This design comes from an exercise in tuning for small area on the open sky130 flow, not from production work. Function was checked by simulation only, so behaviour that the tests miss may differ from the original. No activity file was given, so power comes from the tool's default toggle rates.

==> design.v <==
`timescale 1ns/1ps
module set_time (clk, rst, button_mid, button_r, button_l, button_up, button_down,  mode,
set_string, count, year_d, month_d, week, day_d, hour_d, min_d, sec_d);
input clk;
input rst;
input button_mid;
input button_l;
input button_r;
input button_down;
input button_up;
input [3:0]mode;
output [83:0] set_string;
output reg [4:0] count;
output [14:0] year_d;
output [3:0] month_d;
output reg [3:0] week;
output [4:0] day_d;
output [5:0] hour_d;
output [5:0] min_d;
output [5:0] sec_d;
localparam HOLD = 10;
function [8:0] add8;    
    input [7:0] x, y;
    input ci;
    integer i;
    reg c;
    begin
        c = ci;
        for (i = 0; i < 8; i = i + 1) begin
            add8[i] = x[i] ^ y[i] ^ c;
            c = (x[i] & y[i]) | (x[i] & c) | (y[i] & c);
        end
        add8[8] = c;
    end
endfunction
function [15:0] add15;   
    input [14:0] x, y;
    integer i;
    reg c;
    begin
        c = 1'b0;
        for (i = 0; i < 15; i = i + 1) begin
            add15[i] = x[i] ^ y[i] ^ c;
            c = (x[i] & y[i]) | (x[i] & c) | (y[i] & c);
        end
        add15[15] = c;
    end
endfunction
function [3:0] inc4;
    input [3:0] x;
    inc4 = {x[3] ^ (x[2] & x[1] & x[0]), x[2] ^ (x[1] & x[0]), x[1] ^ x[0], ~x[0]};
endfunction
function [3:0] dec4;
    input [3:0] x;
    dec4 = {x[3] ^ ~(x[2] | x[1] | x[0]), x[2] ^ ~(x[1] | x[0]), x[1] ^ ~x[0], ~x[0]};
endfunction
function ge4;           
    input [3:0] x, y;
    reg [8:0] s;
    begin
        s = add8({4'd0, x}, {4'h0, ~y}, 1'b1);
        ge4 = s[4];
    end
endfunction
function [5:0] csa7;
    input [2:0] x, y, z;
    reg [2:0] s, c;
    begin
        s = x ^ y ^ z;
        c = (x & y) | (x & z) | (y & z);
        csa7 = {c[1:0], c[2], s};
    end
endfunction
function [2:0] fin7;
    input [5:0] v;
    reg [8:0] s;
    reg [8:0] r;
    begin
        s = add8({5'd0, v[2:0]}, {5'd0, v[5:3]}, 1'b0);
        r = add8({5'd0, s[2:0]}, 8'd0, s[3]);
        fin7 = (r[2:0] == 3'd7) ? 3'd0 : r[2:0];
    end
endfunction
function [15:0] tenx;
    input [14:0] x;
    input [3:0] y;
    reg [15:0] s;
    begin
        s = add15(x, {12'd0, y[3:1]});                        
        tenx = add15({x[11:0], 3'd0}, {s[13:0], y[0]});       
    end
endfunction
reg [3:0] y3, y2, y1, y0;      
reg       mt;                  
reg [3:0] mu;
reg [1:0] dt;                  
reg [3:0] du;
reg [1:0] ht;                  
reg [3:0] hu;
reg [2:0] nt;                  
reg [3:0] nu;
reg [2:0] st;                  
reg [3:0] su;
reg [3:0] oy3, oy2, oy1, oy0;
reg       omt;
reg [3:0] omu;
reg [1:0] odt;
reg [3:0] odu;
reg [1:0] oht;
reg [3:0] ohu;
reg [2:0] ont;
reg [3:0] onu;
reg [2:0] ost;
reg [3:0] osu;
reg [2:0] gq;     
reg [2:0] kq;     
reg [5:0] kn;     
reg [3:0] timer;    
reg [3:0] timer2;   
assign set_string = {oy3, oy2, oy1, oy0, 4'hb, 3'b000, omt, omu, 4'hb, 2'b00, odt, odu, 4'hb,
                     week, 4'hb, 2'b00, oht, ohu, 4'hb, 1'b0, ont, onu, 4'hb, 1'b0, ost, osu};
wire [15:0] yb1 = tenx({11'd0, oy3}, oy2);
wire [15:0] yb2 = tenx({8'd0, yb1[6:0]}, oy1);
wire [15:0] yb3 = tenx({5'd0, yb2[9:0]}, oy0);
assign year_d  = {1'b0, yb3[13:0]};
wire [15:0] mb = tenx({14'd0, omt}, omu);
assign month_d = mb[3:0];
wire [15:0] db = tenx({13'd0, odt}, odu);
assign day_d   = db[4:0];
wire [15:0] hb = tenx({13'd0, oht}, ohu);
assign hour_d  = hb[5:0];
wire [15:0] nb = tenx({12'd0, ont}, onu);
assign min_d   = nb[5:0];
wire [15:0] sb = tenx({12'd0, ost}, osu);
assign sec_d   = sb[5:0];
wire [3:0] md = month_d;
wire [4:0] dd = day_d;
wire c0   = (oy1 == 4'd0) && (oy0 == 4'd0);           
wire c4   = !oy0[0] && (oy0[1] == oy1[0]);            
wire C4   = !oy2[0] && (oy2[1] == oy3[0]);            
wire leap = (c0 && C4) || (c4 && !c0);
wire y_eq1582 = (oy3 == 4'd1) && (oy2 == 4'd5) && (oy1 == 4'd8) && (oy0 == 4'd2);
wire y_gt1582 = (|oy3[3:1]) ||
                ((oy3 == 4'd1) && ((oy2[3] | (oy2[2] & oy2[1])) ||
                 ((oy2 == 4'd5) && ((oy1[3] & (|oy1[2:0])) ||
                  ((oy1 == 4'd8) && (oy0[3] | oy0[2] | (oy0[1] & oy0[0])))))));
wire m_feb = (md == 4'd2);
wire m_31  = (md == 4'd1) || (md == 4'd3) || (md == 4'd5) || (md == 4'd7) ||
             (md == 4'd8) || (md == 4'd10) || (md == 4'd12);
wire m_oct = (md == 4'd10);
wire m_gt10 = md[3] & (md[2] | (md[1] & md[0]));
wire d_le4  = !dd[4] && !dd[3] && (!dd[2] || (!dd[1] && !dd[0]));
wire d_lt15 = !dd[4] && !(dd[3] & dd[2] & dd[1] & dd[0]);
wire d_gap  = !d_le4 && d_lt15;                       
wire d_1to4 = d_le4 && (|dd);
wire jm  = (md == 4'd1) || (md == 4'd2);
wire fsp = jm && c0 && (oy3 == 4'd0) && (oy2 == 4'd0);
wire [1:0] cm4 = {oy0[1] ^ oy1[0], oy0[0]};
wire [1:0] Cm4 = {oy2[1] ^ oy3[0], oy2[0]};
wire [3:0] nu_ = ~oy0;
wire [3:0] nb_ = ~oy2;
wire [3:0] vb_a = {cm4, Cm4};
wire [2:0] vb = {
    (vb_a == 4'd1) | (vb_a == 4'd4) | (vb_a == 4'd7) | (vb_a == 4'd10) | (vb_a == 4'd11) | (vb_a == 4'd13) | (vb_a == 4'd14),
    (vb_a == 4'd2) | (vb_a == 4'd5) | (vb_a == 4'd7) | (vb_a == 4'd8) | (vb_a == 4'd10) | (vb_a == 4'd13) | (vb_a == 4'd15),
    (vb_a == 4'd1) | (vb_a == 4'd2) | (vb_a == 4'd3) | (vb_a == 4'd4) | (vb_a == 4'd5) | (vb_a == 4'd6) | (vb_a == 4'd8) | (vb_a == 4'd9) | (vb_a == 4'd12)};
wire [1:0] vbk_a = cm4;
wire [2:0] vbk = {
    (vbk_a == 2'd1),
    (vbk_a == 2'd2),
    (vbk_a == 2'd1) | (vbk_a == 2'd2) | (vbk_a == 2'd3)};
wire [5:0] vdg_a = {md, leap, fsp};
wire [2:0] vdg = {
    (vdg_a == 6'd0) | (vdg_a == 6'd1) | (vdg_a == 6'd2) | (vdg_a == 6'd3) | (vdg_a == 6'd8) | (vdg_a == 6'd9) | (vdg_a == 6'd10) | (vdg_a == 6'd11) | (vdg_a == 6'd12) | (vdg_a == 6'd13) | (vdg_a == 6'd14) | (vdg_a == 6'd15) | (vdg_a == 6'd21) | (vdg_a == 6'd23) | (vdg_a == 6'd24) | (vdg_a == 6'd26) | (vdg_a == 6'd32) | (vdg_a == 6'd33) | (vdg_a == 6'd34) | (vdg_a == 6'd35) | (vdg_a == 6'd44) | (vdg_a == 6'd45) | (vdg_a == 6'd46) | (vdg_a == 6'd47) | (vdg_a == 6'd53) | (vdg_a == 6'd55) | (vdg_a == 6'd56) | (vdg_a == 6'd58),
    (vdg_a == 6'd4) | (vdg_a == 6'd5) | (vdg_a == 6'd7) | (vdg_a == 6'd9) | (vdg_a == 6'd11) | (vdg_a == 6'd13) | (vdg_a == 6'd15) | (vdg_a == 6'd17) | (vdg_a == 6'd19) | (vdg_a == 6'd20) | (vdg_a == 6'd22) | (vdg_a == 6'd24) | (vdg_a == 6'd26) | (vdg_a == 6'd29) | (vdg_a == 6'd31) | (vdg_a == 6'd40) | (vdg_a == 6'd41) | (vdg_a == 6'd42) | (vdg_a == 6'd43) | (vdg_a == 6'd45) | (vdg_a == 6'd47) | (vdg_a == 6'd52) | (vdg_a == 6'd54) | (vdg_a == 6'd56) | (vdg_a == 6'd58) | (vdg_a == 6'd61) | (vdg_a == 6'd63),
    (vdg_a == 6'd1) | (vdg_a == 6'd3) | (vdg_a == 6'd5) | (vdg_a == 6'd6) | (vdg_a == 6'd7) | (vdg_a == 6'd8) | (vdg_a == 6'd12) | (vdg_a == 6'd14) | (vdg_a == 6'd16) | (vdg_a == 6'd18) | (vdg_a == 6'd20) | (vdg_a == 6'd22) | (vdg_a == 6'd28) | (vdg_a == 6'd30) | (vdg_a == 6'd33) | (vdg_a == 6'd35) | (vdg_a == 6'd37) | (vdg_a == 6'd39) | (vdg_a == 6'd41) | (vdg_a == 6'd43) | (vdg_a == 6'd44) | (vdg_a == 6'd46) | (vdg_a == 6'd49) | (vdg_a == 6'd51) | (vdg_a == 6'd52) | (vdg_a == 6'd54) | (vdg_a == 6'd60) | (vdg_a == 6'd62)};
wire [5:0] vdk_a = {md, c4, fsp};
wire [2:0] vdk = {
    (vdk_a == 6'd4) | (vdk_a == 6'd6) | (vdk_a == 6'd9) | (vdk_a == 6'd11) | (vdk_a == 6'd13) | (vdk_a == 6'd15) | (vdk_a == 6'd16) | (vdk_a == 6'd18) | (vdk_a == 6'd25) | (vdk_a == 6'd27) | (vdk_a == 6'd28) | (vdk_a == 6'd30) | (vdk_a == 6'd36) | (vdk_a == 6'd37) | (vdk_a == 6'd38) | (vdk_a == 6'd39) | (vdk_a == 6'd40) | (vdk_a == 6'd42) | (vdk_a == 6'd45) | (vdk_a == 6'd47) | (vdk_a == 6'd48) | (vdk_a == 6'd49) | (vdk_a == 6'd50) | (vdk_a == 6'd51) | (vdk_a == 6'd57) | (vdk_a == 6'd59) | (vdk_a == 6'd60) | (vdk_a == 6'd62),
    (vdk_a == 6'd1) | (vdk_a == 6'd3) | (vdk_a == 6'd4) | (vdk_a == 6'd8) | (vdk_a == 6'd12) | (vdk_a == 6'd14) | (vdk_a == 6'd21) | (vdk_a == 6'd23) | (vdk_a == 6'd24) | (vdk_a == 6'd26) | (vdk_a == 6'd33) | (vdk_a == 6'd35) | (vdk_a == 6'd37) | (vdk_a == 6'd39) | (vdk_a == 6'd40) | (vdk_a == 6'd42) | (vdk_a == 6'd44) | (vdk_a == 6'd46) | (vdk_a == 6'd49) | (vdk_a == 6'd51) | (vdk_a == 6'd53) | (vdk_a == 6'd55) | (vdk_a == 6'd56) | (vdk_a == 6'd58),
    (vdk_a == 6'd0) | (vdk_a == 6'd1) | (vdk_a == 6'd2) | (vdk_a == 6'd3) | (vdk_a == 6'd5) | (vdk_a == 6'd6) | (vdk_a == 6'd7) | (vdk_a == 6'd10) | (vdk_a == 6'd16) | (vdk_a == 6'd18) | (vdk_a == 6'd24) | (vdk_a == 6'd25) | (vdk_a == 6'd26) | (vdk_a == 6'd27) | (vdk_a == 6'd28) | (vdk_a == 6'd30) | (vdk_a == 6'd32) | (vdk_a == 6'd33) | (vdk_a == 6'd34) | (vdk_a == 6'd35) | (vdk_a == 6'd41) | (vdk_a == 6'd43) | (vdk_a == 6'd56) | (vdk_a == 6'd57) | (vdk_a == 6'd58) | (vdk_a == 6'd59) | (vdk_a == 6'd60) | (vdk_a == 6'd62)};
wire [3:0] m2v_a = md;
wire [5:0] m2v = {
    (m2v_a == 4'd1) | (m2v_a == 4'd2) | (m2v_a == 4'd13) | (m2v_a == 4'd14) | (m2v_a == 4'd15),
    (m2v_a == 4'd6) | (m2v_a == 4'd7) | (m2v_a == 4'd8) | (m2v_a == 4'd9) | (m2v_a == 4'd10) | (m2v_a == 4'd11) | (m2v_a == 4'd12),
    (m2v_a == 4'd3) | (m2v_a == 4'd4) | (m2v_a == 4'd5) | (m2v_a == 4'd9) | (m2v_a == 4'd10) | (m2v_a == 4'd11) | (m2v_a == 4'd12),
    (m2v_a == 4'd2) | (m2v_a == 4'd5) | (m2v_a == 4'd8) | (m2v_a == 4'd11) | (m2v_a == 4'd12) | (m2v_a == 4'd14) | (m2v_a == 4'd15),
    (m2v_a == 4'd1) | (m2v_a == 4'd4) | (m2v_a == 4'd7) | (m2v_a == 4'd10) | (m2v_a == 4'd12) | (m2v_a == 4'd13) | (m2v_a == 4'd15),
    (m2v_a == 4'd2) | (m2v_a == 4'd4) | (m2v_a == 4'd5) | (m2v_a == 4'd8) | (m2v_a == 4'd11) | (m2v_a == 4'd12) | (m2v_a == 4'd14) | (m2v_a == 4'd15)};
wire [5:0] p1 = csa7({oy1[1], oy1[0], oy1[2]}, {nu_[3], oy1[3], 1'b0}, {nu_[0], nu_[2], nu_[1]});
wire [5:0] g1 = csa7(p1[2:0], p1[5:3], vb);
wire [5:0] g2 = csa7(g1[2:0], g1[5:3], vdg);
wire [2:0] gq_n = fin7(g2);
wire [5:0] k1 = csa7(p1[2:0], p1[5:3], vbk);
wire [5:0] k2 = csa7(k1[2:0], k1[5:3], vdk);
wire [5:0] k3 = csa7(k2[2:0], k2[5:3], {oy3[0], oy3[2], oy3[1]});
wire [5:0] k4 = csa7(k3[2:0], k3[5:3], {oy3[3], 1'b0, nb_[3]});
wire [5:0] k5 = csa7(k4[2:0], k4[5:3], {nb_[2], nb_[1], nb_[0]});
wire [2:0] kq_n = fin7(k5);
wire [15:0] cB = tenx({11'd0, oy1}, oy0);
wire [8:0] tS = add8({1'b0, cB[6:0]}, {3'd0, cB[6:2]}, 1'b0);
wire [15:0] CB = yb1;
wire [8:0] nS = add8(tS[7:0], {2'd0, m2v}, 1'b0);
wire [1:0] e = {jm, ~jm | c4};
wire [8:0] pS = add8({1'b0, CB[6:0]}, {6'd0, e}, 1'b0);
wire [8:0] sS = add8(pS[7:0], ~nS[7:0], 1'b1);         
wire spos = sS[8] && (|sS[7:0]);
wire [5:0] kn_n = fsp ? 6'd32 : (jm && c0) ? 6'd0 : !spos ? 6'd0 :
                  (|sS[7:5]) ? 6'd32 : {1'b0, sS[4:0]};
wire [5:0] gw = csa7({dd[2], dd[1], dd[0]}, {1'b0, dd[4], dd[3]}, gq);
wire [2:0] greg = fin7(gw);
wire [5:0] jw = csa7({dd[2], dd[1], dd[0]}, {1'b0, dd[4], dd[3]}, kq);
wire [2:0] jr = fin7(jw);
wire [8:0] kc = add8({3'd0, dd}, {2'b00, ~kn}, 1'b1);   
wire       jneg = !kc[6];
wire [2:0] jul = (jneg && (|jr)) ? ~jr : jr;
reg [3:0] wsel;
always @(*) begin
    if (y_gt1582)
        wsel = {1'b0, greg};
    else if (y_eq1582) begin
        if (m_gt10)
            wsel = {1'b0, greg};
        else if (m_oct) begin
            if (d_1to4)
                wsel = {1'b0, jul};
            else if (d_gap)
                wsel = week;
            else
                wsel = {1'b0, greg};
        end
        else
            wsel = {1'b0, jul};
    end
    else
        wsel = {1'b0, jul};
end
wire start_set = (mode == 4'd0);
wire act_ud = (timer2 == HOLD);
wire act_lr = (timer == HOLD);
wire [3:0] timer2_inc = (timer2 == 4'd11) ? timer2 : inc4(timer2);
wire [3:0] timer_inc  = (timer == 4'd11) ? timer : inc4(timer);
reg [3:0] sx, shi;
reg       slo;
always @(*) begin
    sx = 4'd0; slo = 1'b0; shi = 4'd9;
    case (count)
    5'd20: sx = y3;
    5'd19: sx = y2;
    5'd18: sx = y1;
    5'd17: begin sx = y0; slo = (y3 == 0 && y2 == 0 && y1 == 0); end
    5'd15: begin sx = {3'd0, mt}; shi = 4'd1; end
    5'd14: begin sx = mu; slo = !mt; shi = mt ? 4'd2 : 4'd9; end
    5'd12: begin sx = {2'd0, dt}; shi = m_feb ? 4'd2 : 4'd3; end
    5'd11: begin
        sx = du;
        slo = (dt == 2'd0);
        shi = (dt == 2'd3) ? (m_feb ? 4'd9 : m_31 ? 4'd1 : 4'd0) :
              (dt == 2'd2 && m_feb) ? (leap ? 4'd9 : 4'd8) : 4'd9;
    end
    5'd7:  begin sx = {2'd0, ht}; shi = 4'd2; end
    5'd6:  begin sx = hu; shi = (ht == 2'd2) ? 4'd3 : 4'd9; end
    5'd4:  begin sx = {1'b0, nt}; shi = 4'd5; end
    5'd3:  sx = nu;
    5'd1:  begin sx = {1'b0, st}; shi = 4'd5; end
    5'd0:  sx = su;
    default: ;
    endcase
end
wire sx_le_lo = (sx[3:1] == 3'd0) && (!sx[0] || slo);
wire [3:0] nx = button_up ? (ge4(sx, shi) ? {3'd0, slo} : inc4(sx))
                          : (sx_le_lo ? shi : dec4(sx));
wire step = act_ud && (button_up || button_down);
reg [3:0] n_y3, n_y2, n_y1, n_y0, n_mu, n_du, n_hu, n_nu, n_su;
reg       n_mt;
reg [1:0] n_dt, n_ht;
reg [2:0] n_nt, n_st;
always @(*) begin
    n_y3 = y3; n_y2 = y2; n_y1 = y1; n_y0 = y0;
    n_mt = mt; n_mu = mu; n_dt = dt; n_du = du;
    n_ht = ht; n_hu = hu; n_nt = nt; n_nu = nu; n_st = st; n_su = su;
    if (step) begin
        case (count)
        5'd20: n_y3 = nx;
        5'd19: n_y2 = nx;
        5'd18: n_y1 = nx;
        5'd17: n_y0 = nx;
        5'd15: n_mt = nx[0];
        5'd14: n_mu = nx;
        5'd12: n_dt = nx[1:0];
        5'd11: n_du = nx;
        5'd7:  n_ht = nx[1:0];
        5'd6:  n_hu = nx;
        5'd4:  n_nt = nx[2:0];
        5'd3:  n_nu = nx;
        5'd1:  n_st = nx[2:0];
        5'd0:  n_su = nx;
        default: ;
        endcase
    end
    if (mt && (mu[3] | mu[2] | (mu[1] & mu[0]))) begin    
        n_mt = 1'b1; n_mu = 4'd2;
    end
    if (!mt && mu == 4'd0) begin
        n_mt = 1'b0; n_mu = 4'd1;
    end
    if (m_feb) begin
        if (leap) begin
            if (dt == 2'd3) begin
                n_dt = 2'd2; n_du = 4'd9;
            end
        end
        else begin
            if ((dt == 2'd2 && (du[3] & (|du[2:0]))) || dt == 2'd3) begin
                n_dt = 2'd2; n_du = 4'd8;
            end
        end
    end
    else if (m_31) begin
        if (dt == 2'd3 && (|du[3:1])) begin
            n_dt = 2'd3; n_du = 4'd1;
        end
    end
    else begin
        if (dt == 2'd3 && (|du)) begin
            n_dt = 2'd3; n_du = 4'd0;
        end
    end
    if (dt == 2'd0 && du == 4'd0) begin
        n_dt = 2'd0; n_du = 4'd1;
    end
    if (ht == 2'd2 && (|hu[3:2])) begin
        n_ht = 2'd2; n_hu = 4'd3;
    end
    if (y3 == 4'd0 && y2 == 4'd0 && y1 == 4'd0 && y0 == 4'd0)
        n_y0 = 4'd1;
    if (y_eq1582 && m_oct && d_gap) begin
        n_dt = 2'd1; n_du = 4'd5;
    end
end
wire [4:0] cl_a = count;
wire [4:0] cl = {
    (cl_a == 5'd15) | (cl_a == 5'd17) | (cl_a == 5'd18) | (cl_a == 5'd19),
    (cl_a == 5'd7) | (cl_a == 5'd9) | (cl_a == 5'd11) | (cl_a == 5'd12) | (cl_a == 5'd14),
    (cl_a == 5'd3) | (cl_a == 5'd4) | (cl_a == 5'd6) | (cl_a == 5'd11) | (cl_a == 5'd12) | (cl_a == 5'd14) | (cl_a == 5'd19),
    (cl_a == 5'd1) | (cl_a == 5'd4) | (cl_a == 5'd6) | (cl_a == 5'd9) | (cl_a == 5'd12) | (cl_a == 5'd14) | (cl_a == 5'd17) | (cl_a == 5'd18),
    (cl_a == 5'd0) | (cl_a == 5'd1) | (cl_a == 5'd6) | (cl_a == 5'd7) | (cl_a == 5'd9) | (cl_a == 5'd14) | (cl_a == 5'd15) | (cl_a == 5'd18)};
wire [4:0] cr_a = count;
wire [4:0] cr = {
    (cr_a == 5'd0) | (cr_a == 5'd2) | (cr_a == 5'd5) | (cr_a == 5'd8) | (cr_a == 5'd10) | (cr_a == 5'd13) | (cr_a == 5'd16) | (cr_a == 5'd18) | (cr_a == 5'd19) | (cr_a == 5'd20) | (cr_a == 5'd21) | (cr_a == 5'd22) | (cr_a == 5'd23) | (cr_a == 5'd24) | (cr_a == 5'd25) | (cr_a == 5'd26) | (cr_a == 5'd27) | (cr_a == 5'd28) | (cr_a == 5'd29) | (cr_a == 5'd30) | (cr_a == 5'd31),
    (cr_a == 5'd11) | (cr_a == 5'd12) | (cr_a == 5'd14) | (cr_a == 5'd15) | (cr_a == 5'd17),
    (cr_a == 5'd0) | (cr_a == 5'd6) | (cr_a == 5'd7) | (cr_a == 5'd9) | (cr_a == 5'd14) | (cr_a == 5'd15) | (cr_a == 5'd17),
    (cr_a == 5'd2) | (cr_a == 5'd4) | (cr_a == 5'd5) | (cr_a == 5'd7) | (cr_a == 5'd8) | (cr_a == 5'd9) | (cr_a == 5'd10) | (cr_a == 5'd12) | (cr_a == 5'd13) | (cr_a == 5'd15) | (cr_a == 5'd16) | (cr_a == 5'd17) | (cr_a == 5'd19) | (cr_a == 5'd20) | (cr_a == 5'd21) | (cr_a == 5'd22) | (cr_a == 5'd23) | (cr_a == 5'd24) | (cr_a == 5'd25) | (cr_a == 5'd26) | (cr_a == 5'd27) | (cr_a == 5'd28) | (cr_a == 5'd29) | (cr_a == 5'd30) | (cr_a == 5'd31),
    (cr_a == 5'd2) | (cr_a == 5'd3) | (cr_a == 5'd4) | (cr_a == 5'd5) | (cr_a == 5'd8) | (cr_a == 5'd9) | (cr_a == 5'd10) | (cr_a == 5'd11) | (cr_a == 5'd12) | (cr_a == 5'd13) | (cr_a == 5'd16) | (cr_a == 5'd17) | (cr_a == 5'd18) | (cr_a == 5'd20) | (cr_a == 5'd21) | (cr_a == 5'd22) | (cr_a == 5'd23) | (cr_a == 5'd24) | (cr_a == 5'd25) | (cr_a == 5'd26) | (cr_a == 5'd27) | (cr_a == 5'd28) | (cr_a == 5'd29) | (cr_a == 5'd30) | (cr_a == 5'd31)};
wire [4:0] n_count = button_l ? cl : button_r ? cr : count;
always @(posedge clk) begin
    if (rst) begin
        y3 <= 4'd2; y2 <= 4'd0; y1 <= 4'd2; y0 <= 4'd3;
        mt <= 1'b0; mu <= 4'd1; dt <= 2'd0; du <= 4'd1;
        ht <= 2'd0; hu <= 4'd0; nt <= 3'd0; nu <= 4'd0; st <= 3'd0; su <= 4'd0;
        oy3 <= 4'd2; oy2 <= 4'd0; oy1 <= 4'd2; oy0 <= 4'd3;
        omt <= 1'b0; omu <= 4'd1; odt <= 2'd0; odu <= 4'd1;
        oht <= 2'd0; ohu <= 4'd0; ont <= 3'd0; onu <= 4'd0; ost <= 3'd0; osu <= 4'd0;
        gq <= 3'd6; kq <= 3'd5; kn <= 6'd0;
        week <= 4'd0;
        timer2 <= 4'd0;
    end
    else begin
        y3 <= n_y3; y2 <= n_y2; y1 <= n_y1; y0 <= n_y0;
        mt <= n_mt; mu <= n_mu; dt <= n_dt; du <= n_du;
        ht <= n_ht; hu <= n_hu; nt <= n_nt; nu <= n_nu; st <= n_st; su <= n_su;
        oy3 <= y3; oy2 <= y2; oy1 <= y1; oy0 <= y0;
        omt <= mt; omu <= mu; odt <= dt; odu <= du;
        oht <= ht; ohu <= hu; ont <= nt; onu <= nu; ost <= st; osu <= su;
        gq <= gq_n; kq <= kq_n; kn <= kn_n;
        week <= (wsel == 4'd0) ? 4'd7 : wsel;
        timer2 <= (start_set && (button_up || button_down)) ? timer2_inc : 4'd0;
    end
end
always @(posedge clk) begin
    if (rst) begin
        timer <= 4'd0;
        count <= 5'd20;
    end
    else if (start_set) begin
        timer <= (button_l || button_r) ? timer_inc : 4'd0;
        if (act_lr)
            count <= n_count;
    end
end
endmodule
==> run.sh <==
#!/bin/bash
# synth_recipe.tcl (not shown) runs the flow's synth.tcl, then flattens the netlist and writes it again
# the make line also repeats each setting of config.mk as NAME=value (left out here)
make -C /OpenROAD-flow-scripts/flow DESIGN_CONFIG=/design/flow/config.mk WORK_HOME=/design/flow/orfs CLKGATE_MAP_FILE= SYNTH_SCRIPT=/design/flow/synth_recipe.tcl finish
==> config.mk <==
export PLATFORM = sky130hd
export DESIGN_NAME = set_time
export DESIGN_NICKNAME = set_time
export VERILOG_FILES = /design/flow/design.v
export SDC_FILE = /design/flow/constraint.sdc
export NUM_CORES = 4
export LEC_CHECK = 0
export CAP_MARGIN = 20
export CORE_MARGIN = 2
export CORE_UTILIZATION = 40
export CTS_BUF_LIST = sky130_fd_sc_hd__clkbuf_4
export PLACE_DENSITY = 0.6
export SLEW_MARGIN = 20
==> constraint.sdc <==
create_clock -name core_clock -period 40.0 [get_ports {clk}]
set_input_delay 8.0000 -clock core_clock [delete_from_list [all_inputs] [get_ports {clk}]]
set_output_delay 8.0000 -clock core_clock [all_outputs]
set_load 0.01 [all_outputs]
==> impl_metrics.toml, run 1 <==
[run_status]
status = "finished clean"

[clock_network]
post_cts_buffers = 0
cts_tree = "done"
cts_resized = 0
clk_pin_slew_worst_paths_ps = 120
cts_max_level = 4
cts_buffers = 17
cts_max_path_buffers = 2
cts_num_sinks = 123
holdBufCountCts = 0
clock_latency_ps = 550
cts-root-buf = "clkbuf_4"

[pwr]
p_seq_share_pct = 59.8
power_uw = 205
internal_power_uw = 149
clockPowerShare_pct = 36.0
p_comb_share_pct = 4.2
ir_drop_uv = 10.9
power.leakage_uw = 0.00476
switchingPower_uw = 56.5
power.density_nw_per_um2 = 18.0
sw_frac_of_total_pct = 27.5

[sta]
setup_viol = 0
maxSlewHeadroom_pct = 44.1
fin_skew_ps = 19.7
max_freq_mhz = 65.8
fin_crit_sh_pct = 38.0
slew_viol_final = 0
fin_ws_ps = 24800
worst_slew_pin_slew_ps = 839
hold_viol = 0
fin_crit_ps = 15200
rsz0062_at_grt = "false"
setup_tns_ps = 0

[yosys]
ys_ff_latch = 123
yosysSeqAreaShare_pct = 24.4
async_flop_share_pct = 0
synth_edf_count = 0
synth_ff_type = "dfxtp_1"
synth_area_um2 = 10100
synth.distinct_cells = 82
synth_cells = 1168
post_synth.cell_area_avg_um2 = 8.63
yosysWarnings = 1

[floorplan]
io_pins = 146
core_um2 = 25000
initial_core_util_pct = 40.4
die_w_um = 163
rows = 58
die-area_um2 = 26500
dieHeight_um = 163

[worst_hold_path]
whs_path_depth = 1
hp-class = "flop to flop"

[cells_and_area]
syn_to_final_growth_pct = 13.5
layout.cells.most_common = "inv_1"
layout_common_cells = "inv_1, dfxtp_1, clkdlybuf4s50_1, nor2_1, fa_1"
largestRegisters = "kn (6), count (5)"
final_layout_size_suffix_gt1_share_pct = 6.05
design_area_um2 = 11400
top_register = "kn"
fin_nets = 1405
final_cells = 1587
largest_reg_flops = 6

[route]
viasPerCell = 5.19
detail_route.drc_violations = 0
ant_nets = 0
wl_per_cell_um = 16.1
num_vias = 8237
drt-initial-drc-count = 578
wl_um = 25600
dr.pass1.iters = 5

[setup_path]
critical_path.startpoint_type = "flop"
crit_fanout = 7
r2r_cells = 24
endpoint_kind = "output pin"
crit_arrival_ps = 7200
worstSetupPathType = "flop to output pin"
worstPathRequired_ps = 32000

[flow_run]
drv_cap = 0

[placement]
place_hpwl_um = 19900
placed_cells = 1554
dp_worst_setup_slack_ps = 25350
dpl_cell_area_um2 = 11200
place_congestion = 0.898
io_buffers = 110

[global_routing]
grt_usage_pct = 19.7
grt_overflow_total = 0
grt_pass1_vias = 7791
grt_max_degree = 73
grt_pass1_wl_um = 41200
antenna_found_initial = 1
-- cell type report --
| cell class | count | area, um2 |
|---|---|---|
| Timing Repair Buffer | 120 | 1170 |
| Clock inverter | 15 | 103 |
| Multi-Input combinational cell | 832 | 6600 |
| Sequential cell | 123 | 2460 |
| Tap cell | 330 | 413 |
| Clock buffer | 17 | 128 |
| Inverter | 149 | 559 |
| Antenna cell | 1 | 2.50 |
| Fill cell | 2482 | 13500 |
-- final timing paths --
path	slack [ps]	from	end
max reg2reg	32620	omu[1]	kq[0]
min	490	nt[2]	ont[2]
max	24800	oy3[0]	year_d[11]
min reg2reg	490	nt[2]	ont[2]
-- synthesized netlist by cell type (all sizes together), types with 4 or more instances --
cell type,number,area (um2)
a21oi,58,290
nand2b,7,43.8
or3,9,56.3
nand3,20,100
and3,15,93.8
nor3b,9,67.6
o22ai,5,31.3
a311oi,7,73.8
dfxtp,123,2460
or2,13,81.3
mux2,7,82.6
maj3,4,40.0
o31ai,8,60.1
nor2,101,382
a21o,7,52.6
a211oi,27,240
fa,86,1720
nand2,77,289
xor2,5,43.8
a2111oi,4,35.0
nand4,9,56.3
inv,149,559
a211o,4,35.0
o21ai,40,204
and2,11,68.8
ha,65,813
nor2b,55,344
xnor2,16,140
o32ai,7,61.3
a31oi,10,62.6
clkbuf,35,131
nor3,26,140
o2111ai,4,35.0
buf,61,457
nor4,11,68.8
mux2i,10,100
or4,5,41.3
-- power by group through the flow --
stage | logic (uW) | registers (uW) | clock network (uW)
after floorplan | 8.24 | 126 | 0
after global placement | 8.47 | 126 | 0
after detailed placement | 8.50 | 126 | 0
after CTS | 8.50 | 123 | 77.0
after global routing | 9.40 | 123 | 82.1
final | 8.55 | 123 | 74.1
-- per-stage QoR --
step	utilization, %	hold WS (ps)
after global routing	45.8	502
after detailed placement	44.9	474
final	45.8	487
after global placement	44.9	472
after floorplan	-	438
after CTS	45.8	491
-- routing by layer --
layer  global-route usage, %  share of wire [%]  wire length, um  vias to the layer above
li1                        -                  -                -                     4031
met1                    28.1                 47            12100                     3966
met2                    31.1                 46            11800                      212
met3                    3.16                5.1             1290                       28
met4                    4.83                1.5              374                        0
met5                       0                  0                0                        -
-- cell families (layout without fill, tap and decap cells) --
logic type	after synthesis	after routing	share of synthesized area (%)
other	2	35	0.0745
buffers and inverters	245	301	11.4
DFF	123	123	24.4
adders and majority gates	155	155	25.5
and+or+nand+nor	386	386	19.7
AOI/OAI and AO/OA	218	218	15.0
xor gates and xnor gates	22	22	2.05
muxes	17	17	1.81
-- critical path, cell delays in order (launching register included) --
cell and delay (ps):
dfxtp_1 420, ha_1 230, fa_1 350, inv_1 70, fa_1 410, inv_1 70, ha_1 140, inv_1 50
fa_1 540, inv_1 110, ha_1 290, inv_1 50, fa_1 490, inv_1 70, ha_1 320, fa_1 420
fa_1 400, fa_1 390, fa_1 390, fa_1 370, inv_1 70, fa_1 420, inv_1 70, clkdlybuf4s50_1 520
==> run 2: changes to the inputs <==
--- a/config.mk
+++ b/config.mk
@@ -10,3 +10,2 @@
 export CORE_UTILIZATION = 40
-export CTS_BUF_LIST = sky130_fd_sc_hd__clkbuf_4
 export PLACE_DENSITY = 0.6
==> run 2 against run 1 <==
Net effect: highest routed layer unchanged; die area unchanged; non-clock buffer count unchanged; clock-buffer cell count increased by 2; combinational power about the same; design area increased by 2.8%; utilization increased by 1.3 points; via count increased by 0.50%; routed wire length increased by 0.68%; register-to-register slack improved by 20 ps; sequential cell count unchanged; fmax increased by 1.0%; power increased by 33%.
==> impl_metrics.toml, run 2 <==
[yosys]
yosysMostFrequentCell = "inv_1"
synth_xor_area_share_pct = 2.05
yosys.area_share.simple_pct = 19.7
netlist_top_cells_count = "inv_1, dfxtp_1, nor2_1, fa_1, nand2_1"
synth_ff_type = "dfxtp_1"
synth.top_cell.area_share_pct = 24.4
synth_top_family_by_area = "adder cells"
async_flop_share_pct = 0
synth_area_um2 = 10100
post_synth.cell_area_avg_um2 = 8.63
synthMuxAreaShare_pct = 1.81
yosysTopAreaCell = "dfxtp_1"
synth_compound_area_share_pct = 15.0
ys_ff_latch = 123
synth.top_cells.by_area = "dfxtp_1, fa_1, ha_1"
synth.distinct_cells = 82
yosysWarnings = 1
synth_cells = 1168
synth_fa_ha_area_share_pct = 25.5
yosysSeqAreaShare_pct = 24.4
synth_edf_count = 0

[clock_network]
cts_resized = 0
cts-root-buf = "clkbuf_16"
cts_num_sinks = 123
holdBufCountCts = 0
cts_tree = "done"
cts_max_level = 4
clock_latency_ps = 420
clk_pin_slew_worst_paths_ps = 60
cts_buffers = 17
cts_max_path_buffers = 2
post_cts_buffers = 0

[sta]
worst_slew_pin_slew_ps = 812
fin_crit_ps = 15050
setup_tns_ps = 0
setup_viol = 0
fin_skew_ps = 13.2
hold_viol = 0
rsz0062_at_grt = "false"
hold_ws_ps = 480
slew_viol_final = 0
fin_crit_sh_pct = 37.6
maxSlewHeadroom_pct = 45.4
max_freq_mhz = 66.5

[route]
ant_nets = 0
detail_route.drc_violations = 0
num_vias = 8278
viasPerCell = 5.22
dr.pass1.iters = 5
wl_um = 25700
drt-initial-drc-count = 593
wl_per_cell_um = 16.2

[cells_and_area]
largestRegisters = "kn (6), count (5)"
n_antenna_cell = 0
fin_nets = 1405
syn_to_final_growth_pct = 16.6
top_register = "kn"
n_fill_cell = 2446
layout_common_cells = "inv_1, dfxtp_1, clkdlybuf4s50_1, nor2_1, fa_1"
layout.cells.most_common = "inv_1"
largest_reg_flops = 6
final_layout_size_suffix_gt1_share_pct = 6.21

[floorplan]
io_pins = 146
initial_core_util_pct = 40.4
core_um2 = 25000
die-area_um2 = 26500
rows = 58
die_w_um = 163
dieHeight_um = 163

[setup_path]
endpoint_kind = "output pin"
worstPathRequired_ps = 32000
crit_fanout = 7
crit_arrival_ps = 7050
r2r_cells = 24
critical_path.startpoint_type = "flop"
worstSetupPathType = "flop to output pin"

[global_routing]
antenna_found_initial = 0
grt_usage_pct = 19.9
use_met1_pct = 28.1
grt_use_met2_pct = 31.7
grt_overflow_total = 0
grt_pass1_wl_um = 41500
grt_max_degree = 73
grt_pass1_vias = 7857
grt_util_met3_pct = 3.41
grt.busiest_layer = "met2"

[pwr]
power.density_nw_per_um2 = 23.2
ir_drop_uv = 20.6
power.leakage_uw = 0.00490

[worst_hold_path]
whs_path_depth = 1
hp-class = "flop to flop"

[placement]
place_hpwl_um = 19900
io_buffers = 110
place_congestion = 0.898

[flow_run]
drv_cap = 0

[run_status]
status = "finished clean"
## run 2: cell counts after synthesis
Identical to the previous run, type by type.
## run 2: worst max-delay path, cell delays in order (launching register included)
cell and delay [ps]:
dfxtp_1 390, ha_1 230, fa_1 350, inv_1 70, fa_1 410, inv_1 60, ha_1 140, inv_1 50
fa_1 540, inv_1 110, ha_1 290, inv_1 50, fa_1 490, inv_1 70, ha_1 320, fa_1 420
fa_1 400, fa_1 390, fa_1 390, fa_1 370, inv_1 70, fa_1 420, inv_1 70, clkdlybuf4s50_1 520
## run 2: routing by layer
layer,share of wire [%],wire [um],up-vias
met5,0,0,-
met4,1.3,329,0
met3,5.3,1350,22
met2,46,11900,240
met1,47,12100,3988
li1,-,-,4028
## run 2: final cells by class
| cell class | instances | area (um2) | area share, % |
|---|---|---|---|
| clock buffers | 19 | 453 | 3.85 |
| clock inverters | 13 | 95.1 | 0.809 |
| inverters | 149 | 559 | 4.76 |
| multi-input cells | 832 | 6600 | 56.1 |
| flip-flops and latches | 123 | 2460 | 21.0 |
| well taps | 330 | 413 | 3.51 |
| repair buffers | 120 | 1170 | 9.99 |
## run 2: where the power goes
group          internal [uW]  switching (uW)  leakage [uW]
logic                   2.39            6.16       0.00366
registers                123           0.221      0.000992
clock network           82.3            59.1      0.000253
total                    207            65.5       0.00490
## run 2: path summary, 6_finish.rpt
kind,to,startpoint,slack (ps)
worst max-delay path,year_d[11],oy3[0],24950
worst min-delay path,ont[2],nt[2],480
worst max register to register,kq[0],omu[1],32640
worst min register to register,ont[2],nt[2],480
## run 2: cells by family after synthesis
logic type,count (synthesis)
AO/OA/AOI/OAI,218
XOR/XNOR,22
adder cells (fa/ha/maj),155
buffers and inverters,245
flip-flops,123
multiplexers,17
other,2
AND/OR/NAND/NOR,386
## run 2: per-stage QoR
step                worst slack (ps)  total power, uW  area, um2  instances  util (%)
global route                   24580              282      11800       1586      47.1
detailed placement             25350              134      11200       1554      44.9
finish                         24950              273      11800       1586      47.1
global placement               25420              134      11200       1554      44.9
CTS                            24860              276      11800       1586      47.1
floorplan                      26160              134      10200       1200         -
==> run 3: changes to the inputs <==
==> flow/run.sh (new file) <==
#!/bin/bash
# Own layout flow: the standard synthesis, then the combinational logic of
# its netlist re-mapped for area (registers untouched, see resynth.tcl), then
# the standard layout from floorplan to finish, with buf_1 port buffers.
# Each tool's output goes to a log file of its own in the work folder.
set -euo pipefail
R=orfs/results/${FLOW_PLATFORM}/set_time/base
YOSYS=${FLOW_HOME}/../tools/install/yosys/bin/yosys
bash standard.sh synth > log_1_standard_synth.txt 2>&1
cp "$R/1_2_yosys.v" std_1_2_yosys.v
RS_LIB=${FLOW_HOME}/platforms/${FLOW_PLATFORM}/lib/sky130_fd_sc_hd__tt_025C_1v80.lib \
RS_TOP=${FLOW_TOP} RS_IN=std_1_2_yosys.v RS_OUT=resynth_1_2_yosys.v RS_ABC=flow/abc_area.script \
  "$YOSYS" -c flow/resynth.tcl > log_2_resynth.txt 2>&1
cp resynth_1_2_yosys.v "$R/1_2_yosys.v"
rm -f "$R/1_synth.odb" "$R/1_synth.sdc"
bash standard.sh BUFFER_PORTS_ARGS="-buffer_cell sky130_fd_sc_hd__buf_1" finish > log_3_standard_layout.txt 2>&1
==> flow/abc_area.script (new file) <==
strash
&get -n; &deepsyn -T 60; &put
dch -f
map -a
topo
==> flow/resynth.tcl (new file) <==
# Re-map the combinational logic of the standard synthesis netlist with a
# stronger ABC script. Flip-flops, tie cells and full/half adder cells are kept
# as they are (black boxes), so every register keeps its name and cell type.
yosys -import
set lib $::env(RS_LIB)
read_liberty -ignore_miss_func $lib
read_verilog $::env(RS_IN)
hierarchy -top $::env(RS_TOP)
blackbox sky130_fd_sc_hd__df* sky130_fd_sc_hd__edf* sky130_fd_sc_hd__sdf* sky130_fd_sc_hd__dl* sky130_fd_sc_hd__conb_1 sky130_fd_sc_hd__fa_* sky130_fd_sc_hd__ha_*
flatten
select $::env(RS_TOP)
opt -purge
abc -script $::env(RS_ABC) -liberty $lib -dont_use *probe* -dont_use *lpflow*
read_liberty -lib -overwrite $lib
setundef -zero
splitnets
opt_clean -purge
hilomap -singleton -hicell sky130_fd_sc_hd__conb_1 HI -locell sky130_fd_sc_hd__conb_1 LO
insbuf -buf sky130_fd_sc_hd__buf_4 A X
check -assert -mapped
tee -o resynth_stat.txt stat -liberty $lib
write_verilog -selected -noattr -nohex -nodec $::env(RS_OUT)
==> standard.sh (new file) <==
#!/bin/bash
# synth_recipe.tcl (not shown) runs the flow's synth.tcl, then flattens the netlist and writes it again
# the make line also repeats each setting of config.mk as NAME=value (left out here)
make -C /OpenROAD-flow-scripts/flow DESIGN_CONFIG=/design/flow/config.mk WORK_HOME=/design/flow/orfs CLKGATE_MAP_FILE= SYNTH_SCRIPT=/design/flow/synth_recipe.tcl "${@:-finish}"
--- a/config.mk
+++ b/config.mk
@@ -10,2 +10,5 @@
 export CORE_UTILIZATION = 40
+export CTS_BUF_LIST = sky130_fd_sc_hd__clkbuf_8
+export CTS_CLUSTER_DIAMETER = 100
+export CTS_CLUSTER_SIZE = 30
 export PLACE_DENSITY = 0.6
removed: run.sh
==> run 3 against run 2 <==
Net effect: sequential share of layout area up 3.6 points; routed wire length shrank 9.8%; via count fell by 8.7%; synthesized area shrank 6.5%; sequential cell count unchanged; critical endpoint is now year_d[12]; critical path type unchanged; design area decreased by 15%; synthesized cell count grew 1.8%; global-route usage fell by 0.46 points.
==> impl_metrics.toml, run 3 <==
[route]
wl_um = 23200
num_vias = 7559
drt-initial-drc-count = 487
detail_route.drc_violations = 0
wl_met1_um = 10800
wl_met3_um = 1280
routed.top_layer = "met4"
wl_per_cell_um = 14.7
ant_nets = 0
dr.pass1.iters = 5
wl_met2_um = 10500
viasPerCell = 4.78

[sta]
setup_tns_ps = 0
max_freq_mhz = 66.9
slew_viol_final = 0
hold_viol = 0
fin_crit_ps = 14950
maxSlewHeadroom_pct = 48.5
rsz0062_at_grt = "false"
worst_slew_pin_slew_ps = 765
fin_ws_ps = 25050
fin_skew_ps = 10.8
fin_crit_sh_pct = 37.4
setup_viol = 0

[setup_path]
worstSetupPathType = "flop to output pin"
endpoint_kind = "output pin"
worstPathRequired_ps = 32000
r2r_cells = 31
critical_path.startpoint_type = "flop"
crit_fanout = 6
crit_arrival_ps = 6950

[pwr]
sw_frac_of_total_pct = 24.9
p_comb_share_pct = 2.5
p_seq_share_pct = 50.1
switchingPower_uw = 61.1
internal_power_uw = 184
ir_drop_uv = 18.9
power.density_nw_per_um2 = 24.5
power.leakage_uw = 0.00388
clockPowerShare_pct = 47.4

[clock_network]
clock_latency_ps = 440
post_cts_buffers = 0
cts_max_path_buffers = 2
cts_tree = "done"
cts-root-buf = "clkbuf_8"
holdBufCountCts = 0
cts_buffers = 17
cts_max_level = 4
cts_resized = 0
cts_num_sinks = 123
clk_pin_slew_worst_paths_ps = 80

[cells_and_area]
n_antenna_cell = 0
layout_common_cells = "clkinv_1, nor2_1, dfxtp_1, nand2_1, buf_1"
fin_nets = 1410
layout.cells.most_common = "clkinv_1"
top_register = "kn"
syn_to_final_growth_pct = 6.20
final_layout_size_suffix_gt1_share_pct = 3.09
largestRegisters = "kn (6), count (5)"
largest_reg_flops = 6

[floorplan]
dieHeight_um = 158
rows = 56
core_um2 = 23300
initial_core_util_pct = 40.4
io_pins = 146
die_w_um = 158
die-area_um2 = 24800

[global_routing]
grt_pass1_wl_um = 37200
grt_overflow_total = 0
antenna_found_initial = 0
grt_max_degree = 67
grt_usage_pct = 19.4
grt_pass1_vias = 7252

[worst_hold_path]
hp-class = "flop to flop"
whs_path_depth = 2

[placement]
io_buffers = 110
place_hpwl_um = 19000
dp_worst_setup_slack_ps = 25570
place_congestion = 0.947

[yosys]
post_synth.cell_area_avg_um2 = 7.93
yosysWarnings = 1
synth_cells = 1189
synth_area_um2 = 9430

[flow_run]
drv_cap = 0

[run_status]
status = "finished clean"
[run 3: worst paths after layout]
kind,start,endpoint,slack [ps]
setup / recovery,oy3[0],year_d[12],25050
setup reg to reg,omu[1],kq[0],32550
hold reg to reg,st[1],ost[1],440
hold / removal,st[1],ost[1],440
[run 3: routing by layer]
layer  global-route usage (%)  vias up
li1                         -     3774
met1                     26.5     3502
met2                     31.4      246
met3                     3.08       37
met4                     6.45        0
met5                        0        -
[run 3: stage by stage]
stage / power, uW / cell area [um2] / std cells / util (%) / hold WS [ps]
3_5_place_dp: 132 / 9590 / 1548 / 41.1 / 422
5_1_grt: 254 / 10000 / 1580 / 42.9 / 459
3_3_place_gp: 132 / 9590 / 1548 / 41.1 / 423
4_1_cts: 248 / 10000 / 1580 / 42.9 / 438
2_1_floorplan: 132 / 9550 / 1221 / - / 405
6_report: 245 / 10000 / 1580 / 42.9 / 440
[run 3: layout make-up]
type                            instances  area (um2)
Timing Repair Buffer                  111         422
Clock buffer                           19         262
Fill cell                            2417       13300
Sequential cell                       123        2460
Clock inverter                         13         155
Inverter                              266         998
Multi-Input combinational cell        729        5310
Tap cell                              319         399
[run 3: power groups by stage]
stage,logic (uW),clock network [uW],registers (uW)
6_report,6.09,116,123
5_1_grt,6.87,124,123
4_1_cts,6.09,119,123
3_5_place_dp,6.01,0,126
3_3_place_gp,6.06,0,126
2_1_floorplan,6.16,0,126
[run 3: critical path, cell delays in order (launching register included)]
cell and delay (ps):
dfxtp_1 420, ha_1 240, fa_1 360, clkinv_1 70, fa_1 410, clkinv_1 60, ha_1 130, clkinv_1 70
fa_1 540, clkinv_1 120, ha_1 300, clkinv_1 70, fa_1 430, fa_1 410, fa_1 500, clkinv_1 120
ha_1 340, fa_1 420, fa_1 400, fa_1 380, clkinv_1 70, fa_1 160, clkinv_1 70, ha_1 280
buf_1 140
==> run 4: changes to the inputs <==
--- a/config.mk
+++ b/config.mk
@@ -11,4 +11,2 @@
 export CTS_BUF_LIST = sky130_fd_sc_hd__clkbuf_8
-export CTS_CLUSTER_DIAMETER = 100
-export CTS_CLUSTER_SIZE = 30
 export PLACE_DENSITY = 0.6
==> run 4 against run 3 <==
Net effect: still clean on timing, DRC and antenna; first-iteration DRC count unchanged; hold slack unchanged; die area unchanged; via count stayed put; fmax unchanged; clock-buffer cell count stayed put; combinational power hardly changed; synthesized area unchanged; sequential cell count did not move; register-to-register slack is essentially flat; sequential power is essentially flat; clock power about the same.
==> impl_metrics.toml, run 4 <==
[run_status]
status = "finished clean"

[setup_path]
r2r_cells = 31
worstSetupPathType = "flop to output pin"
worst_path_max_delay_cell = "fa_1"
path_delay_family = "adder cells"
cp_common_cell = "fa_1"
worstPathRequired_ps = 32000
critical_path.max_stage_delay_ps = 540
timing.rr.start = "omu[1]"
crit_arrival_ps = 6950
critPathBufInv = 9
crit_chain = "ha_1 > fa_1 > clkinv_1 > fa_1 > clkinv_1 > ha_1 > clkinv_1 > fa_1 > clkinv_1 > ha_1 > clkinv_1 > fa_1 > fa_1 > fa_1 > clkinv_1 > ha_1 > fa_1 > fa_1 > fa_1 > clkinv_1 > fa_1 > clkinv_1 > ha_1 > buf_1"
critical_path.startpoint_type = "flop"
r2r-end = "kq[0]"
r2r_slack_ps = 32550
endpoint_kind = "output pin"
crit_fanout = 6

[placement]
place_congestion = 0.947
place_hpwl_um = 19000
io_buffers = 110
dp_worst_setup_slack_ps = 25570

[flow_run]
drv_cap = 0

[cells_and_area]
post-route-util_pct = 42.9
n_antenna_cell = 0
final_layout_size_suffix_gt1_share_pct = 3.09
layout_common_cells = "clkinv_1, nor2_1, dfxtp_1, nand2_1, buf_1"
top_register = "kn"
n_fill_cell = 2417
fin_nets = 1410
layout.cells.most_common = "clkinv_1"
largestRegisters = "kn (6), count (5)"
largest_reg_flops = 6
syn_to_final_growth_pct = 6.20

[global_routing]
grt_usage_pct = 19.4
antenna_found_initial = 0
grt_max_degree = 67
grt_overflow_total = 0
grt_pass1_vias = 7252
grt_pass1_wl_um = 37200

[clock_network]
cts_resized = 0
clk_pin_slew_worst_paths_ps = 80
cts_max_path_buffers = 2
clock_latency_ps = 440
cts_tree = "done"
cts_buffers = 17
cts_num_sinks = 123
post_cts_buffers = 0
cts-root-buf = "clkbuf_8"
holdBufCountCts = 0
cts_max_level = 4

[floorplan]
initial_core_util_pct = 40.4
dieHeight_um = 158
die_w_um = 158
core_um2 = 23300
rows = 56
die-area_um2 = 24800
io_pins = 146

[yosys]
synth_cells = 1189
yosysWarnings = 1
synth_area_um2 = 9430
post_synth.cell_area_avg_um2 = 7.93

[pwr]
ir_drop_uv = 18.9
power.leakage_uw = 0.00388
power_uw = 245
power.density_nw_per_um2 = 24.5

[route]
drt-initial-drc-count = 487
wl_per_cell_um = 14.7
wl_um = 23200
num_vias = 7559
dr.pass1.iters = 5
detail_route.drc_violations = 0
viasPerCell = 4.78
ant_nets = 0

[sta]
fin_skew_ps = 10.8
fin_crit_sh_pct = 37.4
maxSlewHeadroom_pct = 48.5
setup_tns_ps = 0
worst_slew_pin_slew_ps = 765
hold_viol = 0
fin_crit_ps = 14950
slew_viol_final = 0
rsz0062_at_grt = "false"
fin_ws_ps = 25050
setup_viol = 0
max_freq_mhz = 66.9

[worst_hold_path]
min_to = "ost[1]"
min-delay-start = "st[1]"
hp-class = "flop to flop"
whs_path_depth = 2
## run 4: through the flow
stage / hold slack, ps / instance area, um2 / instances
after floorplan: 405 / 9550 / 1221
after global placement: 423 / 9590 / 1548
after detailed placement: 422 / 9590 / 1548
after CTS: 438 / 10000 / 1580
after global routing: 459 / 10000 / 1580
final: 440 / 10000 / 1580
## run 4: power by group
part | leakage, uW | internal [uW] | switching (uW) | total [uW]
Clock | 0.000209 | 60.2 | 55.8 | 116
Combinational | 0.00268 | 1.04 | 5.04 | 6.09
Sequential | 0.000992 | 123 | 0.208 | 123
Total | 0.00388 | 184 | 61.1 | 245
## run 4: how the worst max path moves through the flow
stage,cells after the start,slack (ps),start,endpoint
after detailed placement,24,25570,oy3[0],year_d[12]
after CTS,24,25020,oy3[0],year_d[12]
final,24,25050,oy3[0],year_d[12]
after global routing,24,24780,oy3[0],year_d[12]
after global placement,24,25600,oy3[0],year_d[12]
after floorplan,23,25990,oy3[0],year_d[11]
## run 4: final cells by class
cell class                 count  area (um2)  share of cell area [%]
timing repair buffer         111         422                    4.21
inverter                     266         998                    9.97
clock buffer                  19         262                    2.61
multi-input combinational    729        5310                    53.1
clock inverter                13         155                    1.55
tap                          319         399                    3.99
sequential                   123        2460                    24.6
## run 4: worst min-delay path: stages, from the launching register on
cell,delay [ps]
dfxtp_1,310
clkinv_1,50
nor2_1,40
## run 4: metal layers
layer / GRT usage, % / vias up / wire (um)
li1: - / 3774 / -
met1: 26.5 / 3502 / 10800
met2: 31.4 / 246 / 10500
met3: 3.08 / 37 / 1280
met4: 6.45 / 0 / 556
met5: 0 / - / 0
==> run 5: changes to the inputs <==
--- a/design.v
+++ b/design.v
@@ -80,3 +80,3 @@
         r = add8({5'd0, s[2:0]}, 8'd0, s[3]);
-        fin7 = (r[2:0] == 3'd7) ? 3'd0 : r[2:0];
+        fin7 = r[2:0];
     end
@@ -166,7 +166,2 @@
     (vb_a == 4'd1) | (vb_a == 4'd2) | (vb_a == 4'd3) | (vb_a == 4'd4) | (vb_a == 4'd5) | (vb_a == 4'd6) | (vb_a == 4'd8) | (vb_a == 4'd9) | (vb_a == 4'd12)};
-wire [1:0] vbk_a = cm4;
-wire [2:0] vbk = {
-    (vbk_a == 2'd1),
-    (vbk_a == 2'd2),
-    (vbk_a == 2'd1) | (vbk_a == 2'd2) | (vbk_a == 2'd3)};
 wire [5:0] vdg_a = {md, leap, fsp};
@@ -176,7 +171,2 @@
     (vdg_a == 6'd1) | (vdg_a == 6'd3) | (vdg_a == 6'd5) | (vdg_a == 6'd6) | (vdg_a == 6'd7) | (vdg_a == 6'd8) | (vdg_a == 6'd12) | (vdg_a == 6'd14) | (vdg_a == 6'd16) | (vdg_a == 6'd18) | (vdg_a == 6'd20) | (vdg_a == 6'd22) | (vdg_a == 6'd28) | (vdg_a == 6'd30) | (vdg_a == 6'd33) | (vdg_a == 6'd35) | (vdg_a == 6'd37) | (vdg_a == 6'd39) | (vdg_a == 6'd41) | (vdg_a == 6'd43) | (vdg_a == 6'd44) | (vdg_a == 6'd46) | (vdg_a == 6'd49) | (vdg_a == 6'd51) | (vdg_a == 6'd52) | (vdg_a == 6'd54) | (vdg_a == 6'd60) | (vdg_a == 6'd62)};
-wire [5:0] vdk_a = {md, c4, fsp};
-wire [2:0] vdk = {
-    (vdk_a == 6'd4) | (vdk_a == 6'd6) | (vdk_a == 6'd9) | (vdk_a == 6'd11) | (vdk_a == 6'd13) | (vdk_a == 6'd15) | (vdk_a == 6'd16) | (vdk_a == 6'd18) | (vdk_a == 6'd25) | (vdk_a == 6'd27) | (vdk_a == 6'd28) | (vdk_a == 6'd30) | (vdk_a == 6'd36) | (vdk_a == 6'd37) | (vdk_a == 6'd38) | (vdk_a == 6'd39) | (vdk_a == 6'd40) | (vdk_a == 6'd42) | (vdk_a == 6'd45) | (vdk_a == 6'd47) | (vdk_a == 6'd48) | (vdk_a == 6'd49) | (vdk_a == 6'd50) | (vdk_a == 6'd51) | (vdk_a == 6'd57) | (vdk_a == 6'd59) | (vdk_a == 6'd60) | (vdk_a == 6'd62),
-    (vdk_a == 6'd1) | (vdk_a == 6'd3) | (vdk_a == 6'd4) | (vdk_a == 6'd8) | (vdk_a == 6'd12) | (vdk_a == 6'd14) | (vdk_a == 6'd21) | (vdk_a == 6'd23) | (vdk_a == 6'd24) | (vdk_a == 6'd26) | (vdk_a == 6'd33) | (vdk_a == 6'd35) | (vdk_a == 6'd37) | (vdk_a == 6'd39) | (vdk_a == 6'd40) | (vdk_a == 6'd42) | (vdk_a == 6'd44) | (vdk_a == 6'd46) | (vdk_a == 6'd49) | (vdk_a == 6'd51) | (vdk_a == 6'd53) | (vdk_a == 6'd55) | (vdk_a == 6'd56) | (vdk_a == 6'd58),
-    (vdk_a == 6'd0) | (vdk_a == 6'd1) | (vdk_a == 6'd2) | (vdk_a == 6'd3) | (vdk_a == 6'd5) | (vdk_a == 6'd6) | (vdk_a == 6'd7) | (vdk_a == 6'd10) | (vdk_a == 6'd16) | (vdk_a == 6'd18) | (vdk_a == 6'd24) | (vdk_a == 6'd25) | (vdk_a == 6'd26) | (vdk_a == 6'd27) | (vdk_a == 6'd28) | (vdk_a == 6'd30) | (vdk_a == 6'd32) | (vdk_a == 6'd33) | (vdk_a == 6'd34) | (vdk_a == 6'd35) | (vdk_a == 6'd41) | (vdk_a == 6'd43) | (vdk_a == 6'd56) | (vdk_a == 6'd57) | (vdk_a == 6'd58) | (vdk_a == 6'd59) | (vdk_a == 6'd60) | (vdk_a == 6'd62)};
 wire [3:0] m2v_a = md;
@@ -193,8 +183,2 @@
 wire [2:0] gq_n = fin7(g2);
-wire [5:0] k1 = csa7(p1[2:0], p1[5:3], vbk);
-wire [5:0] k2 = csa7(k1[2:0], k1[5:3], vdk);
-wire [5:0] k3 = csa7(k2[2:0], k2[5:3], {oy3[0], oy3[2], oy3[1]});
-wire [5:0] k4 = csa7(k3[2:0], k3[5:3], {oy3[3], 1'b0, nb_[3]});
-wire [5:0] k5 = csa7(k4[2:0], k4[5:3], {nb_[2], nb_[1], nb_[0]});
-wire [2:0] kq_n = fin7(k5);
 wire [15:0] cB = tenx({11'd0, oy1}, oy0);
@@ -207,2 +191,5 @@
 wire spos = sS[8] && (|sS[7:0]);
+wire [5:0] q1 = csa7({sS[2], sS[1], sS[0]}, {sS[5], sS[4], sS[3]}, {fsp, sS[7], sS[6]});
+wire [5:0] q2 = csa7(q1[2:0], q1[5:3], {1'b0, ~sS[8], ~sS[8]});
+wire [2:0] kq_n = ~fin7(q2);
 wire [5:0] kn_n = fsp ? 6'd32 : (jm && c0) ? 6'd0 : !spos ? 6'd0 :
@@ -215,3 +202,3 @@
 wire       jneg = !kc[6];
-wire [2:0] jul = (jneg && (|jr)) ? ~jr : jr;
+wire [2:0] jul = jneg ? ~jr : jr;            
 reg [3:0] wsel;
--- a/config.mk
+++ b/config.mk
@@ -9,5 +9,5 @@
 export CORE_MARGIN = 2
-export CORE_UTILIZATION = 40
+export CORE_UTILIZATION = 65
 export CTS_BUF_LIST = sky130_fd_sc_hd__clkbuf_8
-export PLACE_DENSITY = 0.6
+export PLACE_DENSITY = 0.75
 export SLEW_MARGIN = 20
==> run 5 against run 4 <==
Net effect: synthesized cell count shrank 5.0%; clock skew increased by 6.0 ps; critical path depth is the same; critical endpoint unchanged; largest cell class unchanged; highest routed layer unchanged.
==> impl_metrics.toml, run 5 <==
[run_status]
status = "finished clean"

[clock_network]
cts_tree = "done"
cts_num_sinks = 123
cts_buffers = 17
holdBufCountCts = 0
cts_max_path_buffers = 2
post_cts_buffers = 0
clk_pin_slew_worst_paths_ps = 80
cts_resized = 0
clock_latency_ps = 460
cts_max_level = 4
cts-root-buf = "clkbuf_8"

[setup_path]
r2r-end = "kq[2]"
cp-startpoint = "oy3[0]"
timing.rr.start = "omt"
crit_arrival_ps = 6860
r2r_slack_ps = 31180
worstPathRequired_ps = 32000
worstSetupPathType = "flop to output pin"
crit_fanout = 6
critical_path.startpoint_type = "flop"
r2r_cells = 32
endpoint_kind = "output pin"
cp-endpoint = "year_d[12]"

[yosys]
post_synth.cell_area_avg_um2 = 8.01
synth_cells = 1130
yosysWarnings = 1
synth_area_um2 = 9060

[sta]
rsz0062_at_grt = "false"
fin_crit_ps = 14860
slew_viol_final = 0
fin_crit_sh_pct = 37.1
hold_ws_ps = 436
fin_skew_ps = 16.9
setup_viol = 0
worst_slew_pin_slew_ps = 1030
maxSlewHeadroom_pct = 30.5
max_freq_mhz = 67.3
setup_tns_ps = 0
hold_viol = 0

[pwr]
power.density_nw_per_um2 = 27.6
ir_drop_uv = 38.8
power.leakage_uw = 0.00373

[floorplan]
io_pins = 146
die_w_um = 122
rows = 43
die-area_um2 = 14900
dieHeight_um = 122
core_um2 = 13700
initial_core_util_pct = 66.0

[route]
detail_route.drc_violations = 0
drt-initial-drc-count = 512
wl_per_cell_um = 14.6
wl_um = 20200
viasPerCell = 5.30
num_vias = 7331
ant_nets = 0
dr.pass1.iters = 5

[cells_and_area]
largest_reg_flops = 6
layout.cells.most_common = "clkinv_1"
largestRegisters = "kn (6), count (5)"
top_register = "kn"
fin_nets = 1343
n_fill_cell = 1199
layout_common_cells = "clkinv_1, nor2_1, dfxtp_1, nand2_1, buf_1"
n_antenna_cell = 0
syn_to_final_growth_pct = 5.40
final_layout_size_suffix_gt1_share_pct = 3.41

[global_routing]
grt_max_degree = 35
grt_overflow_total = 0
antenna_found_initial = 0
grt_pass1_vias = 6901
grt_pass1_wl_um = 32900
grt_usage_pct = 28.6

[placement]
io_buffers = 110
place_congestion = 1.01
place_hpwl_um = 16100

[worst_hold_path]
hp-class = "flop to flop"

[flow_run]
drv_cap = 0
-- run 5: area by class of cell --
class	count	area [um2]	share of cell area (%)
timing repair buffer	112	429	4.50
sequential	123	2460	25.8
tap	180	225	2.36
multi-input combinational	683	4990	52.3
clock inverter	14	240	2.52
inverter	253	950	9.95
clock buffer	18	248	2.60
-- run 5: where the power goes --
group	total, uW	internal (uW)	switching (uW)
clock network	134	82.6	51.8
logic	6.56	1.18	5.38
registers	123	123	0.209
total	264	206	57.4
-- run 5: per-stage QoR --
| stage | area (um2) | power, uW | utilization (%) | std cells | setup WS [ps] |
|---|---|---|---|---|---|
| after floorplan | 9180 | 132 | - | 1162 | 26020 |
| after global placement | 9060 | 132 | 66.0 | 1351 | 25680 |
| after detailed placement | 9060 | 132 | 66.0 | 1351 | 25590 |
| after CTS | 9550 | 265 | 69.6 | 1383 | 25090 |
| after global routing | 9550 | 272 | 69.6 | 1383 | 24780 |
| final | 9550 | 264 | 69.6 | 1383 | 25140 |
-- run 5: worst min-delay path by stage --
stage | startpoint | end | cells past startpoint
2_1_floorplan | su[2] | osu[2] | 2
3_3_place_gp | nt[0] | ont[0] | 2
3_5_place_dp | nt[0] | ont[0] | 2
4_1_cts | nu[3] | onu[3] | 2
5_1_grt | nt[0] | ont[0] | 2
6_report | nu[3] | onu[3] | 2
-- run 5: per-layer routing --
layer | global-route usage, % | share of wire (%)
met3 | 5.71 | 6.2
met5 | 0 | 0
met4 | 14.9 | 4.4
met2 | 46.8 | 48
met1 | 35.7 | 41
-- run 5: worst max-delay path, cell delays in order (launching register included) --
cell      delay, ps
dfxtp_1         380
ha_1            220
fa_1            370
clkinv_1         70
fa_1            410
clkinv_1         60
ha_1            140
clkinv_1         70
fa_1            570
clkinv_1        120
ha_1            290
clkinv_1         70
fa_1            420
fa_1            490
clkinv_1        100
ha_1            330
fa_1            430
fa_1            400
fa_1            400
fa_1            380
clkinv_1         70
fa_1            160
clkinv_1         60
ha_1            260
buf_1           140

separate check: timing with driven ports:
In the flow no input, the clock included, has a driving cell. The finished layouts below were timed again as built, in two steps.
Step 1: set_driving_cell puts a clkbuf_16 on clk and a buf_2 on each other input, an assumption about the parent block.
Step 2, shift: input delay + t, output delay - t, t = (earliest + latest rising clock arrival at the registers) / 2. This alone moves slack from input paths to output paths.
Three values: ideal ports, drivers, drivers and shift; two values: the first two.
| run | shift t [ns] | setup WS [ns] | worst data-port slew with drivers (ns) |
|---|---|---|---|
| run 1 | 0.579 | 24.800 / 24.757 / 25.336 | 0.03 |
| run 2 | 0.464 | 24.952 / 24.906 / 25.370 | 0.03 |
| run 3 | 0.479 | 25.050 / 25.010 / 25.490 | 0.03 |
| run 4 | 0.479 | 25.050 / 25.010 / 25.490 | 0.03 |
| run 5 | 0.484 | 25.143 / 25.105 / 25.589 | 0.03 |
After both steps every run listed still meets setup and hold.
